This is an optimization exercise on Yosys and OpenROAD, whose aim is small area, a short achievable clock period and few clock cycles, not a production implementation.
Function was checked by simulation only, so behaviour that the tests miss may differ from the original.

===== flow/design.v =====
module ysyx_22041412_mdu(
  input         clk,
  input         rst,
  input         valid_i,
  input  [2:0]  func3_i,
  input         word_i,
  input  [63:0] a_i,
  input  [63:0] b_i,
  output        ready_o,
  output [63:0] result_o
);
  localparam [2:0] S_IDLE = 3'd0, S_MUL = 3'd1, S_ABS = 3'd2, S_DIV = 3'd3,
                   S_FIXR = 3'd4, S_FIXQ = 3'd5, S_DONE = 3'd6;
  reg  [2:0]  state;
  reg  [2:0]  nstate;
  reg         align;       
  reg  [6:0]  cnt;         
  reg  [69:0] X;           
  reg  [67:0] Y;           
  reg  [64:0] M;           
  reg         hi_r;        
  reg         word_r;
  reg         rem_r;       
  reg         negq_r;      
  reg         negr_r;      
  reg         one0, two0, neg0, one1, two1, neg1, cin1;
  wire idle   = (state == S_IDLE);
  wire is_div = func3_i[2];
  wire sgn_d = ~func3_i[0];                                    
  wire sa    = is_div ? sgn_d : (func3_i[1:0] != 2'b11);        
  wire sb    = is_div ? sgn_d : ~func3_i[1];                    
  wire wdiv  = word_i & is_div;
  wire [63:0] ap = wdiv   ? {{32{sa & a_i[31]}}, a_i[31:0]} : a_i;
  wire [63:0] bp = word_i ? {{32{sb & b_i[31]}}, b_i[31:0]} : b_i;
  wire ea = sa & ap[63];
  wire eb = sb & bp[63];
  wire bzero = ~|bp;
  wire [15:0] bgrp;
  genvar gi, gj;
  generate for (gi = 0; gi < 16; gi = gi + 1) begin : g_bgrp
    assign bgrp[gi] = (bp[4*gi+3:4*gi] == {4{eb}});
  end endgenerate
  wire [31:0] rest_zero;
  assign rest_zero[31:17] = {15{1'b1}};
  assign rest_zero[0]     = 1'b0;
  generate for (gi = 1; gi < 17; gi = gi + 1) begin : g_rz
    assign rest_zero[gi] = (&bgrp[15:gi]) & (bp[4*gi-1] == eb);
  end endgenerate
  wire [6:0] cnt1 = cnt + 7'd1;
  wire mul_fin = rest_zero[cnt1[4:0]];
  wire [63:0] dp = M[63:0] ^ {64{M[64]}};
  wire [7:0]  gor;
  generate for (gi = 0; gi < 8; gi = gi + 1) begin : g_gor
    assign gor[gi] = |dp[8*gi+7:8*gi];
  end endgenerate
  wire [7:0] gabove;           
  assign gabove[7] = 1'b0;
  generate for (gi = 0; gi < 7; gi = gi + 1) begin : g_gab
    assign gabove[gi] = |gor[7:gi+1];
  end endgenerate
  wire [63:0] hm;              
  generate for (gi = 0; gi < 8; gi = gi + 1) begin : g_hmg
    for (gj = 0; gj < 8; gj = gj + 1) begin : g_hmb
      if (gj == 7) assign hm[8*gi+gj] = ~gabove[gi];
      else         assign hm[8*gi+gj] = ~(gabove[gi] | (|dp[8*gi+7:8*gi+gj+1]));
    end
  end endgenerate
  wire dnz = |gor;             
  wire [63:0] v16 = {X[47:0], Y[67:52]};
  wire [63:0] v4  = {X[59:0], Y[67:64]};
  wire pok    = ~X[69] & dnz;
  wire skip16 = pok & ~|X[63:48] & ~|(v16 & hm) & (cnt <= 7'd48);
  wire skip4  = pok & ~|X[63:60] & ~|(v4  & hm) & (cnt <= 7'd60);
  wire [65:0] pp0 = (({M[64], M} & {66{one0}}) | ({M, 1'b0} & {66{two0}})) ^ {66{neg0}};
  wire [65:0] pp1 = (({M[64], M} & {66{one1}}) | ({M, 1'b0} & {66{two1}})) ^ {66{neg1}};
  reg [69:0] acc;
  always @(*) begin
    case (state)
      S_MUL:   acc = {{4{X[69]}}, X[69:4]};
      S_DIV:   acc = {X[68:0], Y[67]};
      S_FIXR:  acc = X ^ {70{negr_r}};
      default: acc = {6'd0, ~Y[67:4]};      
    endcase
  end
  wire [69:0] t0 = {{4{pp0[65]}}, pp0};
  wire [69:0] t1 = {{2{pp1[65]}}, pp1, neg1, neg0};
  wire [69:0] cs_s = acc ^ t0 ^ t1;
  wire [69:0] cs_c = {((acc[68:0] & t0[68:0]) | (acc[68:0] & t1[68:0]) | (t0[68:0] & t1[68:0])), neg1};
  wire [70:0] sum_w = {cs_s, 1'b1} + {cs_c, cin1};
  wire [69:0] sum = sum_w[70:1];
  wire a_neg = ap[63];
  wire b_neg = bp[63];
  reg  next_align;
  always @(*) begin
    nstate     = state;
    next_align = align;
    case (state)
      S_IDLE: begin
        next_align = 1'b0;
        if (valid_i) nstate = is_div ? (ea ? S_ABS : S_DIV) : S_MUL;
      end
      S_MUL: begin
        if (align && cnt <= 7'd13) begin
          if (cnt == 7'd13) nstate = S_DONE;
        end else begin
          if (mul_fin) next_align = 1'b1;
          if (cnt == 7'd16) nstate = S_DONE;
        end
      end
      S_ABS: nstate = S_DIV;
      S_DIV: begin
        if (skip16 ? (cnt == 7'd48) : skip4 ? (cnt == 7'd60) : (cnt == 7'd63)) begin
          if (rem_r) nstate = (negr_r | (~(skip16 | skip4) & sum[69])) ? S_FIXR : S_DONE;
          else       nstate = negq_r ? S_FIXQ : S_DONE;
        end
      end
      S_FIXR: nstate = S_DONE;
      S_FIXQ: nstate = S_DONE;
      default: nstate = S_IDLE;      
    endcase
  end
  reg [2:0] nc0, nc1;
  reg       ncin;
  wire      bneg = M[64];            
  wire      npneg = (state == S_DIV) ? (~(skip16 | skip4) & sum[69]) : 1'b0;    
  always @(*) begin
    nc0 = 3'b000; nc1 = 3'b000; ncin = 1'b0;
    case (nstate)
      S_MUL: if (!next_align) begin
        if (idle) begin
          nc0 = {bp[1], bp[0], 1'b0};
          nc1 = bp[3:1];
        end else begin
          nc0 = Y[5:3];
          nc1 = Y[7:5];
        end
      end
      S_DIV: nc0 = (npneg == (idle ? eb : bneg)) ? 3'b110 : 3'b001;   
      S_FIXR: begin
        if (npneg) nc0 = (negr_r ^ bneg) ? 3'b110 : 3'b001;
        ncin = negr_r;
      end
      S_ABS, S_FIXQ: ncin = 1'b1;
      default: ;
    endcase
  end
  always @(posedge clk) begin
    one0 <= (nc0 == 3'b001) | (nc0 == 3'b010) | (nc0 == 3'b101) | (nc0 == 3'b110);
    two0 <= (nc0 == 3'b011) | (nc0 == 3'b100);
    neg0 <= (nc0 == 3'b100) | (nc0 == 3'b101) | (nc0 == 3'b110);
    one1 <= (nc1 == 3'b001) | (nc1 == 3'b010) | (nc1 == 3'b101) | (nc1 == 3'b110);
    two1 <= (nc1 == 3'b011) | (nc1 == 3'b100);
    neg1 <= (nc1 == 3'b100) | (nc1 == 3'b101) | (nc1 == 3'b110);
    cin1 <= ((nc1 == 3'b100) | (nc1 == 3'b101) | (nc1 == 3'b110)) | ncin;
  end
  always @(posedge clk) begin
    if (idle) begin
      M      <= is_div ? {eb, bp} : {ea, ap};
      word_r <= word_i;
      rem_r  <= func3_i[1];
      hi_r   <= is_div ? func3_i[1] : (func3_i[1:0] != 2'b00);
      negq_r <= sgn_d & (a_neg ^ b_neg) & ~bzero;
      negr_r <= sgn_d & a_neg;
    end
  end
  always @(posedge clk) begin
    X    <= sum;
    Y    <= {X[3:0], Y[67:4]};
    cnt  <= cnt1;
    case (state)
      S_IDLE: begin
        X   <= 70'd0;
        cnt <= 7'd0;
        Y   <= is_div ? {ap, 4'd0} : {{4{eb}}, bp};
      end
      S_MUL: begin
        if (align && cnt <= 7'd13) begin
          X   <= {{16{X[69]}}, X[69:16]};
          Y   <= {X[15:0], Y[67:16]};
          cnt <= cnt + 7'd4;
        end
      end
      S_ABS: begin
        X   <= 70'd0;
        cnt <= 7'd0;
        Y   <= {sum[63:0], 4'd0};
      end
      S_DIV: begin
        if (skip16) begin
          X   <= {X[53:0], Y[67:52]};
          Y   <= {Y[51:4], 20'd0};
          cnt <= cnt + 7'd16;
        end else if (skip4) begin
          X   <= {X[65:0], Y[67:64]};
          Y   <= {Y[63:4], 8'd0};
          cnt <= cnt + 7'd4;
        end else begin
          Y   <= {Y[66:4], ~sum[69], 4'd0};
        end
      end
      S_FIXQ: Y <= {sum[63:0], 4'd0};
      default: ;
    endcase
  end
  always @(posedge clk) begin
    if (rst) begin
      state <= S_IDLE;
      align <= 1'b0;
    end else begin
      state <= nstate;
      align <= next_align;
    end
  end
  wire [63:0] res = hi_r ? X[63:0] : Y[67:4];
  assign ready_o  = (state == S_DONE);
  assign result_o = word_r ? {{32{res[31]}}, res[31:0]} : res;
endmodule

===== flow/run.sh =====
#!/bin/bash
# synth_recipe.tcl (not shown) runs the flow's synth.tcl, then flattens the netlist and writes it again
# the make line also repeats each setting of config.mk as NAME=value (left out here)
make -C /OpenROAD-flow-scripts/flow DESIGN_CONFIG=/design/flow/config.mk WORK_HOME=/design/flow/orfs CLKGATE_MAP_FILE= SYNTH_SCRIPT=/design/flow/synth_recipe.tcl finish

===== flow/config.mk =====
export PLATFORM = sky130hd
export DESIGN_NAME = ysyx_22041412_mdu
export DESIGN_NICKNAME = ysyx_22041412_mdu
export VERILOG_FILES = /design/flow/design.v
export SDC_FILE = /design/flow/constraint.sdc
export NUM_CORES = 4
export LEC_CHECK = 0
export CAP_MARGIN = 20
export CORE_MARGIN = 2
export CORE_UTILIZATION = 30
export PLACE_DENSITY = 0.55
export SLEW_MARGIN = 20

===== flow/constraint.sdc =====
create_clock -name core_clock -period 6.0 [get_ports {clk}]
set_input_delay 1.2000 -clock core_clock [delete_from_list [all_inputs] [get_ports {clk}]]
set_output_delay 1.2000 -clock core_clock [all_outputs]
set_load 0.01 [all_outputs]

==> results of run 1 <==
==> area by class of cell <==
type	count	area, µm²
well taps	1276	1597
inverters	99	372.9
flip-flops and latches	223	5234
clock inverters	14	207.7
clock buffers	35	725.7
diodes	9	22.52
fillers	10070	60580
repair buffers	658	5707
multi-input cells	3160	22120
==> what timing repair did <==
action | CTS | global route
pin swaps | 1 | 5
setup endpoints to repair | 1 | 15
gates resized for setup | 3 | 15
hold buffers | 0 | 0
buffers inserted | 0 | 8
cloned | 1 | 2
==> flip-flops by register name, summed over array words and instances (netlist names), 3 cells and up <==
| register | cells |
|---|---|
| X | 70 |
| M | 65 |
| Y | 65 |
| cnt | 7 |
| state | 3 |
==> worst reg2reg max path, cell delays in order (launching register included) <==
cell      delay [ns]
dfxtp_4         0.34
buf_4           0.23
nand2b_1        0.48
nor2_1          0.13
a21oi_1         0.14
nor2_1          0.05
a221oi_1        0.36
buf_4           0.21
fa_1            0.42
ha_1            0.31
nand2_1         0.06
nor2_1          0.12
nand2_1         0.14
or4_1           0.57
nand3_1         0.17
a31oi_2         0.14
xnor2_2         0.31
buf_12          0.19
a41o_4          0.25
nand3_2         0.12
or2_1           0.27
buf_4           0.14
ha_1            0.21
nor3_2          0.21
o221ai_1        0.15
==> path summary, 6_finish.rpt <==
kind	cells after the start	endpoint	from	slack, ns
max	24	cin1	state[2]	0.13
min	1	cnt[4]	cnt[4]	0.56
max reg2reg	24	cin1	state[2]	0.13
min reg2reg	1	cnt[4]	cnt[4]	0.56
==> through the flow <==
step	TNS [ns]	hold WS [ns]	instance area, µm²	worst slack, ns
3_3_place_gp	0	0.5390	34820	0.01310
4_1_cts	0	0.5627	35770	0.07599
3_5_place_dp	-0.02456	0.5544	34820	-0.02456
5_1_grt	-0.01354	0.6090	35960	-0.01354
2_1_floorplan	0	0.4862	29200	0.05967
6_report	0	0.5634	35980	0.1344
==> cells by family (layout without fill, tap and decap cells) <==
logic type,Yosys count,after routing,share of synthesized area
other,0,9,0
and+or+nand+nor,1009,1011,0.1639
AOI/OAI and AO/OA,1467,1467,0.3296
DFF,223,223,0.1787
buffers and inverters,522,806,0.07078
xor gates and xnor gates,305,305,0.09153
muxes,221,221,0.08085
adders and majority gates,156,156,0.08463
==> routing by layer <==
metal | global-route usage | vias to the layer above | share of wire
met5 | 0 | - | 0.000072
met4 | 0.2094 | 2 | 0.076
met2 | 0.4968 | 2732 | 0.40
met3 | 0.1196 | 686 | 0.13
met1 | 0.4409 | 16779 | 0.39
li1 | - | 14964 | -
==> cells in the final DEF, fill, tap and decap left out, types with 37 or more instances in the layout <==
master / n
a211oi_1: 108
a21o_1: 75
a21oi_1: 404
a22oi_1: 179
a31oi_1: 45
buf_4: 438
clkdlybuf4s50_1: 198
dfxtp_1: 139
edfxtp_1: 75
fa_1: 69
ha_1: 87
inv_1: 96
mux2_2: 74
mux2i_1: 139
nand2_1: 380
nand3_1: 80
nand4_1: 39
nor2_1: 251
nor3_1: 38
o21ai_0: 283
o221ai_1: 54
xnor2_1: 266
xor2_1: 37
==> flow_summary_export.csv, run 1 <==
group,metric,value,unit
setup_path,crit_buf_inv,4,
logic_synthesis,ys_ff_latch,223,
logic_synthesis,syn-mean-instance-area,7.478,µm²
run,maxCapViolCount,0,
setup_path,crit_slowest_cell,"or4_1",
floorplan,io-pin-count,200,
floorplan,start_util,0.3022,
grt,grt_start_max_net_pins,79,
detailed_routing,viasPerCell,6.424,
logic_synthesis,synthTopCellsByArea,"dfxtp_1 10%, xnor2_1 8.0%, edfxtp_1 7.7%",
grt,grt_pass1_vias,32657,
finish,post-route-util,0.3726,
detailed_routing,drtAntennaViolNets,0,
setup_path,worstPathRequired,6.45,ns
finish,post_layout_nonfiller_instances,5474,
detailed_routing,wl_per_cell,32.80,µm
setup_path,cp.arrival,6.32,ns
logic_synthesis,synth_cell_types,107,
detailed_routing,drtIter0Drc,5473,
logic_synthesis,syn_nets,4194,
logic_synthesis,yosys_warnings,2,
worst_hold_path,hold_class,"reg2reg",
grt,grt_usage,0.3450,
finish,layout.nets,4460,
grt,grt_overflow,0,
timing,max_freq,0.1705,GHz
floorplan,die_width,315.9,µm
setup_path,crit_type,"reg2reg",
logic_synthesis,ys.flop_type,"dfxtp_1",
logic_synthesis,synth-edff-count,75,
grt,antenna_found_initial,10,
floorplan,die_h,315.9,µm
logic_synthesis,synth_top_area_frac,0.1015,
cts,clk_latency,0.59,ns
logic_synthesis,yosys.area.top_type,"dfxtp_1",
timing,min_period,5.866,ns
status,status,"no timing/DRC/antenna violations",
detailed_routing,num_vias,35163,
timing,min_period_over_period,0.9776,
cts,root_buffer,"clkbuf_16",
timing,tightest_slew,1.037,ns
floorplan,rows,114,
setup_path,cp_slowest_stage_delay,0.57,ns
finish,drive_gt1_frac,0.1602,
detailed_routing,post-route-drc-count,0,
placement,numPortBuffers,199,
floorplan,die-area,99800,µm²
timing,slew_headroom,0.2911,
logic_synthesis,synth_cells,3903,
cts,cts_tree,"done",
grt,grt_pass1_wl,247.7,mm
cts,clk_pin_slew,0.06,ns
timing,fin_skew,0.02592,ns
floorplan,coreArea,96570,µm²
setup_path,crit_family,"simple AND/OR/NAND/NOR gates",
logic_synthesis,netlist_area,29190,µm²
logic_synthesis,yosysMostFrequentCell,"a21oi_1",
placement,gp_congestion,1.065,
finish,area_growth,23.29,%
setup_path,path_cells,"buf_4 -> nand2b_1 -> nor2_1 -> a21oi_1 -> nor2_1 -> a221oi_1 -> buf_4 -> fa_1 -> ha_1 -> nand2_1 -> nor2_1 -> nand2_1 -> or4_1 -> nand3_1 -> a31oi_2 -> xnor2_2 -> buf_12 -> a41o_4 -> nand3_2 -> or2_1 -> buf_4 -> ha_1 -> nor3_2 -> o221ai_1",
setup_path,worst_setup_path_end_kind,"flop",
logic_synthesis,postSynth.asyncResetShare,0,
setup_path,startpoint_type,"flop",
detailed_routing,firstDrtPassIters,6,
logic_synthesis,yosys-top-cells-count,"406 x a21oi_1, 383 x nand2_1, 322 x clkbuf_1",
logic_synthesis,seq_area_frac_synth,0.1787,
cts,cts_sinks,223,
timing,setup_violations,0,
cts,numCtsBuffers,27,
timing,slew_violations,0,
cts,cts_buffer_depth,3,
detailed_routing,routed_wl,179.6,mm
timing,finalHoldViolCount,0,
cts,h-tree-depth,1,
setup_path,critPathMaxFanout,15,
placement,dp_hpwl,137.8,mm
placement,placed_cells,5405,
Testbench counts, summed over its fixed seeds: cycles 60,683.
==> run 2, diff against run 1 <==
--- a/flow/design.v
+++ b/flow/design.v
@@ -23,7 +23,10 @@
   reg         rem_r;       
   reg         negq_r;      
   reg         negr_r;      
-  reg         one0, two0, neg0, one1, two1, neg1, cin1;
+  reg         one0r, two0, neg0r, one1, two1, neg1, cin1;
+  reg         dsgn_r;      
+  reg         fixr_r;      
+  reg         am_r, ad_r, af_r;    
   wire idle   = (state == S_IDLE);
   wire is_div = func3_i[2];
   wire sgn_d = ~func3_i[0];                                    
@@ -71,22 +74,39 @@
   wire pok    = ~X[69] & dnz;
   wire skip16 = pok & ~|X[63:48] & ~|(v16 & hm) & (cnt <= 7'd48);
   wire skip4  = pok & ~|X[63:60] & ~|(v4  & hm) & (cnt <= 7'd60);
+  wire one0 = one0r | (fixr_r & X[69]);
+  wire neg0 = neg0r ^ (dsgn_r & X[69]);
   wire [65:0] pp0 = (({M[64], M} & {66{one0}}) | ({M, 1'b0} & {66{two0}})) ^ {66{neg0}};
   wire [65:0] pp1 = (({M[64], M} & {66{one1}}) | ({M, 1'b0} & {66{two1}})) ^ {66{neg1}};
-  reg [69:0] acc;
-  always @(*) begin
-    case (state)
-      S_MUL:   acc = {{4{X[69]}}, X[69:4]};
-      S_DIV:   acc = {X[68:0], Y[67]};
-      S_FIXR:  acc = X ^ {70{negr_r}};
-      default: acc = {6'd0, ~Y[67:4]};      
-    endcase
-  end
+  wire [69:0] acc = am_r ? {{4{X[69]}}, X[69:4]} :
+                    ad_r ? {X[68:0], Y[67]} :
+                    af_r ? X ^ {70{negr_r}} :
+                           {6'd0, ~Y[67:4]};      
   wire [69:0] t0 = {{4{pp0[65]}}, pp0};
   wire [69:0] t1 = {{2{pp1[65]}}, pp1, neg1, neg0};
   wire [69:0] cs_s = acc ^ t0 ^ t1;
   wire [69:0] cs_c = {((acc[68:0] & t0[68:0]) | (acc[68:0] & t1[68:0]) | (t0[68:0] & t1[68:0])), neg1};
-  wire [70:0] sum_w = {cs_s, 1'b1} + {cs_c, cin1};
+  wire [70:0] ax = {cs_s, 1'b1};
+  wire [70:0] bx = {cs_c, cin1};
+  wire [70:0] g0 = ax & bx, p0 = ax ^ bx;
+  wire [70:0] G [0:7];
+  wire [70:0] P [0:7];
+  assign G[0] = g0;
+  assign P[0] = p0;
+  genvar l, bi;
+  generate for (l = 0; l < 7; l = l + 1) begin : g_lv
+    for (bi = 0; bi < 71; bi = bi + 1) begin : g_bt
+      if (((bi >> l) & 1) == 1) begin : g_op
+        localparam integer J = ((bi >> l) << l) - 1;
+        assign G[l+1][bi] = G[l][bi] | (P[l][bi] & G[l][J]);
+        assign P[l+1][bi] = P[l][bi] & P[l][J];
+      end else begin : g_pass
+        assign G[l+1][bi] = G[l][bi];
+        assign P[l+1][bi] = P[l][bi];
+      end
+    end
+  end endgenerate
+  wire [70:0] sum_w = p0 ^ {G[7][69:0], 1'b0};
   wire [69:0] sum = sum_w[70:1];
   wire a_neg = ap[63];
   wire b_neg = bp[63];
@@ -110,7 +130,7 @@
       S_ABS: nstate = S_DIV;
       S_DIV: begin
         if (skip16 ? (cnt == 7'd48) : skip4 ? (cnt == 7'd60) : (cnt == 7'd63)) begin
-          if (rem_r) nstate = (negr_r | (~(skip16 | skip4) & sum[69])) ? S_FIXR : S_DONE;
+          if (rem_r) nstate = S_FIXR;
           else       nstate = negq_r ? S_FIXQ : S_DONE;
         end
       end
@@ -121,8 +141,7 @@
   end
   reg [2:0] nc0, nc1;
   reg       ncin;
-  wire      bneg = M[64];            
-  wire      npneg = (state == S_DIV) ? (~(skip16 | skip4) & sum[69]) : 1'b0;    
+  wire      bneg = idle ? eb : M[64];       
   always @(*) begin
     nc0 = 3'b000; nc1 = 3'b000; ncin = 1'b0;
     case (nstate)
@@ -135,9 +154,9 @@
           nc1 = Y[7:5];
         end
       end
-      S_DIV: nc0 = (npneg == (idle ? eb : bneg)) ? 3'b110 : 3'b001;   
+      S_DIV: nc0 = bneg ? 3'b001 : 3'b110;        
       S_FIXR: begin
-        if (npneg) nc0 = (negr_r ^ bneg) ? 3'b110 : 3'b001;
+        nc0 = (negr_r ^ bneg) ? 3'b111 : 3'b000;  
         ncin = negr_r;
       end
       S_ABS, S_FIXQ: ncin = 1'b1;
@@ -145,13 +164,18 @@
     endcase
   end
   always @(posedge clk) begin
-    one0 <= (nc0 == 3'b001) | (nc0 == 3'b010) | (nc0 == 3'b101) | (nc0 == 3'b110);
-    two0 <= (nc0 == 3'b011) | (nc0 == 3'b100);
-    neg0 <= (nc0 == 3'b100) | (nc0 == 3'b101) | (nc0 == 3'b110);
-    one1 <= (nc1 == 3'b001) | (nc1 == 3'b010) | (nc1 == 3'b101) | (nc1 == 3'b110);
-    two1 <= (nc1 == 3'b011) | (nc1 == 3'b100);
-    neg1 <= (nc1 == 3'b100) | (nc1 == 3'b101) | (nc1 == 3'b110);
-    cin1 <= ((nc1 == 3'b100) | (nc1 == 3'b101) | (nc1 == 3'b110)) | ncin;
+    one0r  <= (nc0 == 3'b001) | (nc0 == 3'b010) | (nc0 == 3'b101) | (nc0 == 3'b110);
+    two0   <= (nc0 == 3'b011) | (nc0 == 3'b100);
+    neg0r  <= (nc0 == 3'b100) | (nc0 == 3'b101) | (nc0 == 3'b110) | (nc0 == 3'b111 && nstate == S_FIXR);
+    one1   <= (nc1 == 3'b001) | (nc1 == 3'b010) | (nc1 == 3'b101) | (nc1 == 3'b110);
+    two1   <= (nc1 == 3'b011) | (nc1 == 3'b100);
+    neg1   <= (nc1 == 3'b100) | (nc1 == 3'b101) | (nc1 == 3'b110);
+    cin1   <= ((nc1 == 3'b100) | (nc1 == 3'b101) | (nc1 == 3'b110)) | ncin;
+    dsgn_r <= (nstate == S_DIV);
+    fixr_r <= (nstate == S_FIXR);
+    am_r   <= (nstate == S_MUL);
+    ad_r   <= (nstate == S_DIV);
+    af_r   <= (nstate == S_FIXR);
   end
   always @(posedge clk) begin
     if (idle) begin
==> flow_summary_export.csv, run 2 <==
group,metric,value,unit
floorplan,die-area,97230,µm²
cts,cts_sinks,226,
cts,numCtsBuffers,27,
setup_path,startpoint_type,"flop",
cts,clk_latency,0.60,ns
cts,h-tree-depth,1,
placement,placed_cells,5199,
logic_synthesis,synth-edff-count,75,
detailed_routing,drtAntennaViolNets,0,
grt,grt_usage,0.3206,
logic_synthesis,yosysMostFrequentCell,"a21oi_1",
floorplan,die_width,311.8,µm
timing,setup_violations,0,
logic_synthesis,netlist_area,28420,µm²
finish,final_common_cell,"buf_4",
status,status,"no timing/DRC/antenna violations",
logic_synthesis,synth_cells,3757,
grt,grt_pass1_wl,228.0,mm
finish,finalInstanceArea,34640,µm²
grt,grt_overflow,0,
detailed_routing,post-route-drc-count,0,
timing,tightest_slew,1.104,ns
grt,grt_pass1_vias,30482,
setup_path,critPathMostFrequentCell,"buf_4",
finish,drive_gt1_frac,0.1489,
setup_path,worstPathRequired,6.33,ns
logic_synthesis,synth_top_area_frac,0.1063,
detailed_routing,wl_per_cell,31.07,µm
logic_synthesis,yosys.area.top_type,"dfxtp_1",
setup_path,crit_type,"reg2reg",
finish,final_cell_mix,"360 x buf_4, 343 x a21oi_1, 334 x nand2_1",
finish,area_growth,21.88,%
placement,dp_slack,-0.1123,ns
timing,rsz0062_at_grt,"no",
cts,cts_buffer_depth,3,
detailed_routing,firstDrtPassIters,6,
cts,root_buffer,"clkbuf_16",
logic_synthesis,ys.flop_type,"dfxtp_1",
floorplan,coreArea,93610,µm²
floorplan,rows,112,
floorplan,start_util,0.3037,
timing,slew_headroom,0.2590,
cts,clk_pin_slew,0.07,ns
finish,layout.nets,4279,
logic_synthesis,postSynth.asyncResetShare,0,
run,maxCapViolCount,0,
logic_synthesis,syn-mean-instance-area,7.566,µm²
detailed_routing,drtIter0Drc,4881,
setup_path,path_cells,"buf_12 -> buf_12 -> xnor2_1 -> mux2_2 -> o21ai_0 -> mux2i_1 -> fa_1 -> inv_1 -> ha_4 -> nand4_1 -> inv_2 -> nand4_1 -> a211oi_2 -> buf_4 -> o2111ai_4 -> a21oi_2 -> buf_4 -> buf_4 -> nor2_1 -> or4b_2 -> a211o_1 -> o211ai_1 -> buf_4 -> o2bb2ai_1",
worst_hold_path,hold_class,"reg2reg",
timing,min_period_over_period,0.9722,
floorplan,io-pin-count,200,
setup_path,worst_setup_path_end_kind,"flop",
placement,gp_congestion,1.024,
placement,placedInstanceArea,33560,µm²
placement,dp_hpwl,126.4,mm
cts,cts_tree,"done",
logic_synthesis,syn_nets,4053,
setup_path,cp.arrival,6.16,ns
timing,finalHoldViolCount,0,
timing,fin_skew,0.02304,ns
timing,fin_ws,0.1667,ns
placement,numPortBuffers,199,
finish,largest_reg_flops,70,
floorplan,die_h,311.8,µm
setup_path,critPathMaxFanout,18,
setup_path,cp_slowest_stage_delay,0.76,ns
finish,fill_cells,9979,
logic_synthesis,synthTopCellsByArea,"dfxtp_1 11%, edfxtp_1 7.9%, xnor2_1 7.6%",
logic_synthesis,ys_ff_latch,226,
finish,top_regs,"X x70, M x65, Y x65",
finish,top_register,"X",
finish,post_layout_nonfiller_instances,5263,
setup_path,crit_slowest_cell,"or4b_2",
timing,slew_violations,0,
logic_synthesis,synth_cell_types,96,
detailed_routing,viasPerCell,6.205,
logic_synthesis,yosys_warnings,2,
detailed_routing,num_vias,32657,
grt,antenna_found_initial,10,
timing,holdWs,0.5412,ns
detailed_routing,routed_wl,163.5,mm
logic_synthesis,yosys-top-cells-count,"345 x a21oi_1, 336 x nand2_1, 277 x nor2_1",
timing,max_freq,0.1714,GHz
grt,grt_start_max_net_pins,121,
timing,min_period,5.833,ns
logic_synthesis,seq_area_frac_synth,0.1856,
[run 2: cell count changes after synthesis, moves of 18 or more]
| cell | change |
|---|---|
| a211oi_1 | -47 |
| o21ai_0 | -58 |
| nand3_1 | -22 |
| a22oi_1 | -40 |
| mux2i_1 | +65 |
| clkbuf_1 | -57 |
| a21oi_1 | -61 |
| nand2_1 | -47 |
| xnor2_1 | -22 |
| inv_1 | +104 |
| buf_2 | +20 |
| nor2b_1 | +18 |
| mux2_2 | +24 |
[run 2: routing by layer]
layer	share of wire	global-route usage	up-vias
li1	-	-	14056
met1	0.39	0.4211	15577
met4	0.077	0.1993	10
met5	0.00040	0	-
met3	0.12	0.07613	609
met2	0.41	0.4711	2405
[run 2: kinds of logic after synthesis]
family / count (synthesis) / share of synthesized area
flip-flops: 226 / 0.1856
AO/OA/AOI/OAI: 1265 / 0.2943
XOR/XNOR: 281 / 0.08658
buffers and inverters: 591 / 0.08240
adder cells (fa/ha/maj): 161 / 0.09068
AND/OR/NAND/NOR: 929 / 0.1486
multiplexers: 304 / 0.1118
[run 2: worst paths after layout]
kind              cells past startpoint   start     end  slack, ns
setup / recovery                     24  negr_r   X[69]       0.17
hold / removal                        1  cnt[4]  cnt[4]       0.54
setup reg to reg                     24  negr_r   X[69]       0.17
hold reg to reg                       1  cnt[4]  cnt[4]       0.54
[run 2: critical path: cells and delay by family, from the launching register on]
kind,cells,cell delay (ns)
AO/OA/AOI/OAI,7,1.33
buffers and inverters,8,1.26
XOR/XNOR,1,0.11
AND/OR/NAND/NOR,4,1.20
flip-flops,1,0.44
multiplexers,2,0.37
adder cells (fa/ha/maj),2,0.80
[run 2: through the flow]
step             util  setup TNS, ns
2_1_floorplan       -              0
3_3_place_gp   0.3585       -0.03085
3_5_place_dp   0.3585        -0.1123
4_1_cts        0.3683              0
5_1_grt        0.3699              0
6_report       0.3701              0
[run 2: cell type report]
type | instances | area, µm² | area share
clock buffers | 43 | 840.8 | 0.02427
flip-flops and latches | 226 | 5293 | 0.1528
well taps | 1254 | 1569 | 0.04529
repair buffers | 579 | 5087 | 0.1468
multi-input cells | 2940 | 20990 | 0.6060
clock inverters | 6 | 58.81 | 0.001697
diodes | 6 | 15.01 | 0.0004334
inverters | 209 | 787.0 | 0.02272
[run 2: repair_timing]
item | in CTS | in global routing
endpoints found under the setup margin | 1 | 8
hold buffers | 0 | 0
buffers inserted | 0 | 9
gates resized for setup | 6 | 17
pin swaps | 0 | 7
Testbench counts of run 2, summed over its fixed seeds: cycles 61,237.

[afterwards: timing with drivers on the ports]
Ports are ideal in the flow. The routed layouts listed here were re-timed in OpenROAD. Step 1 sets driving cells, clkbuf_16 on the clock port and buf_2 on the other inputs (assumed; they add their load-dependent delay and slew). Step 2, shift: input delay + t, output delay - t, t = (earliest + latest rising clock arrival at the registers) / 2. This alone moves slack from input paths to output paths. Three values: no drivers, after step 1, after step 2; two values: the first two.
run | shift t [ns] | slack for setup (ns) | hold slack, ns | worst register clock-pin slew, ns | pins driven straight from the clock port
run 1 | 0.639 | 0.134 / 0.134 / 0.039 | 0.563 / 0.563 / 0.563 | 0.07 / 0.07 | 1
run 2 | 0.647 | 0.167 / 0.167 / 0.162 | 0.541 / 0.541 / 0.541 | 0.07 / 0.07 | 1
After both steps every run listed still meets setup and hold. The setup slack of run 1, which loses most, moves by 0.000 ns with the drivers and by -0.095 ns with both steps.
